This is an optimization exercise on Yosys and OpenROAD, whose aim is small area, not a production implementation.
Function was checked by simulation only, so behaviour that the tests miss may differ from the original.
Power is estimated from default activity; no workload was simulated.

// dma_probe
module dma_probe (ap_clk,ap_rst_n,s_axi_control_AWVALID,s_axi_control_AWREADY,s_axi_control_AWADDR,s_axi_control_WVALID,s_axi_control_WREADY,s_axi_control_WDATA,s_axi_control_WSTRB,s_axi_control_ARVALID,s_axi_control_ARREADY,s_axi_control_ARADDR,s_axi_control_RVALID,s_axi_control_RREADY,s_axi_control_RDATA,s_axi_control_RRESP,s_axi_control_BVALID,s_axi_control_BREADY,s_axi_control_BRESP,data_num,s0_axis_tdata,s0_axis_tvalid,s0_axis_tlast,s0_axis_tkeep,s0_axis_tready,s1_axis_tdata,s1_axis_tvalid,s1_axis_tlast,s1_axis_tkeep,s1_axis_tready,s2_axis_tdata,s2_axis_tvalid,s2_axis_tlast,s2_axis_tkeep,s2_axis_tready,s3_axis_tdata,s3_axis_tvalid,s3_axis_tlast,s3_axis_tkeep,s3_axis_tready,s4_axis_tdata,s4_axis_tvalid,s4_axis_tlast,s4_axis_tkeep,s4_axis_tready,s5_axis_tdata,s5_axis_tvalid,s5_axis_tlast,s5_axis_tkeep,s5_axis_tready,s6_axis_tdata,s6_axis_tvalid,s6_axis_tlast,s6_axis_tkeep,s6_axis_tready,s7_axis_tdata,s7_axis_tvalid,s7_axis_tlast,s7_axis_tkeep,s7_axis_tready,probe_axis_tdata,probe_axis_tvalid,probe_axis_tlast,probe_axis_tkeep,probe_axis_tready,m0_axis_tdata,m0_axis_tvalid,m0_axis_tlast,m0_axis_tkeep,m0_axis_tready,m1_axis_tdata,m1_axis_tvalid,m1_axis_tlast,m1_axis_tkeep,m1_axis_tready,m2_axis_tdata,m2_axis_tvalid,m2_axis_tlast,m2_axis_tkeep,m2_axis_tready,m3_axis_tdata,m3_axis_tvalid,m3_axis_tlast,m3_axis_tkeep,m3_axis_tready,m4_axis_tdata,m4_axis_tvalid,m4_axis_tlast,m4_axis_tkeep,m4_axis_tready,m5_axis_tdata,m5_axis_tvalid,m5_axis_tlast,m5_axis_tkeep,m5_axis_tready,m6_axis_tdata,m6_axis_tvalid,m6_axis_tlast,m6_axis_tkeep,m6_axis_tready,m7_axis_tdata,m7_axis_tvalid,m7_axis_tlast,m7_axis_tkeep,m7_axis_tready);
parameter width=32;
parameter num=8;
parameter timeout=1000;
localparam C_S_AXI_CONTROL_ADDR_WIDTH=6;
localparam C_S_AXI_CONTROL_DATA_WIDTH=32;
localparam C_S_AXI_CONTROL_WSTRB_WIDTH=(32/8);
input ap_clk;
input ap_rst_n;
input s_axi_control_AWVALID;
output s_axi_control_AWREADY;
input [C_S_AXI_CONTROL_ADDR_WIDTH-1:0] s_axi_control_AWADDR;
input s_axi_control_WVALID;
output s_axi_control_WREADY;
input [C_S_AXI_CONTROL_DATA_WIDTH-1:0] s_axi_control_WDATA;
input [C_S_AXI_CONTROL_WSTRB_WIDTH-1:0] s_axi_control_WSTRB;
input s_axi_control_ARVALID;
output s_axi_control_ARREADY;
input [C_S_AXI_CONTROL_ADDR_WIDTH-1:0] s_axi_control_ARADDR;
output s_axi_control_RVALID;
  ...
clock: 5.0 ns
lec_check: 0
cap_margin: 20
core_area: 5 5 245 245
die_area: 0 0 250 250
place_density: 0.9
slew_margin: 20
standard.sh (not shown) runs the stock make flow with config.mk's settings and CLKGATE_MAP_FILE= SYNTH_SCRIPT=/design/flow/synth_recipe.tcl, a recipe that flattens the netlist after the stock synthesis.
==> flow/flow/run.sh <==
#!/bin/bash
# The standard layout (standard.sh, standard synthesis unchanged) with two changes:
#  - global placement buffers every input and output port with the smallest buffer,
#    sky130_fd_sc_hd__buf_1, rather than the resizer's default pick;
#  - clock tree synthesis uses clkbuf_8 leaf clusters of at most 16 sinks within 80 um
#    and no dummy loads. The tree is still balanced for the registers it drives.
set -euo pipefail
export BUFFER_PORTS_ARGS="-buffer_cell sky130_fd_sc_hd__buf_1"
export CTS_ARGS="-sink_clustering_enable -repair_clock_nets -dont_use_dummy_load -sink_clustering_size 17 -sink_clustering_max_diameter 80 -buf_list sky130_fd_sc_hd__clkbuf_8"
bash standard.sh synth > synth.log 2>&1
bash standard.sh finish > layout.log 2>&1
Then changed:
--- a/flow/flow/run.sh
+++ b/flow/flow/run.sh
@@ -9 +9 @@
-export CTS_ARGS="-sink_clustering_enable -repair_clock_nets -dont_use_dummy_load -sink_clustering_size 17 -sink_clustering_max_diameter 80 -buf_list sky130_fd_sc_hd__clkbuf_8"
+export CTS_ARGS="-sink_clustering_enable -repair_clock_nets -dont_use_dummy_load -sink_clustering_size 16 -sink_clustering_max_diameter 80 -buf_list sky130_fd_sc_hd__clkbuf_8"
Settings changed: PLACE_DENSITY 0.9 to 0.95.
Effect:
- cell area stays flat
- sequential power stays flat
- fmax rose by 5.7%
- total power rose by 0.32%
- flip-flop and latch count is unchanged
Then changed:
--- a/flow/flow/run.sh
+++ b/flow/flow/run.sh
@@ -9 +9 @@
-export CTS_ARGS="-sink_clustering_enable -repair_clock_nets -dont_use_dummy_load -sink_clustering_size 16 -sink_clustering_max_diameter 80 -buf_list sky130_fd_sc_hd__clkbuf_8"
+export CTS_ARGS="-sink_clustering_enable -repair_clock_nets -dont_use_dummy_load -sink_clustering_size 16 -sink_clustering_max_diameter 90 -buf_list sky130_fd_sc_hd__clkbuf_8"
Settings changed: PLACE_DENSITY 0.95 to 0.9.
Result: Combinational power went down by about 1%; worst hold slack gets better by 0.017 ns; wire length rose by 1.6%; first-iteration DRC count grows by 9.1%; final cell count hardly moves.
Then changed:
--- a/flow/flow/run.sh
+++ b/flow/flow/run.sh
@@ -9 +9 @@
-export CTS_ARGS="-sink_clustering_enable -repair_clock_nets -dont_use_dummy_load -sink_clustering_size 16 -sink_clustering_max_diameter 90 -buf_list sky130_fd_sc_hd__clkbuf_8"
+export CTS_ARGS="-sink_clustering_enable -repair_clock_nets -dont_use_dummy_load -sink_clustering_size 16 -sink_clustering_max_diameter 80 -buf_list sky130_fd_sc_hd__clkbuf_8"
Outcome: Routed wire length barely changes; setup slack gets better by 0.014 ns; global-route usage stays flat.

## what the ideal ports hide
In the flow no input, the clock included, has a driving cell. The finished layouts below were timed again as built, in two steps. Step 1: set_driving_cell puts a clkbuf_16 on ap_clk and a buf_2 on each other input, an assumption about the parent block. Step 2 times the ports against the registers' clock, not the clock port: input delays grow and output delays shrink by t, the midpoint of the rising clock arrivals with the driver on. Three values: ideal ports, drivers, drivers and shift; two values: the first two.
run	t (ns)	setup WS [ns]	worst setup path after step 2	latest minus earliest clock arrival (ns)	cell pins on the clock port's net
the first run	0.635	1.587 / 1.587 / 1.587	register to register	0.094 / 0.094	1
the second run	0.637	1.772 / 1.772 / 1.772	register to register	0.119 / 0.119	1
the third run	0.629	1.551 / 1.551 / 1.551	register to register	0.083 / 0.082	1
the fourth run	0.629	1.565 / 1.565 / 1.565	register to register	0.076 / 0.075	1
After both steps every run listed still meets setup and hold.
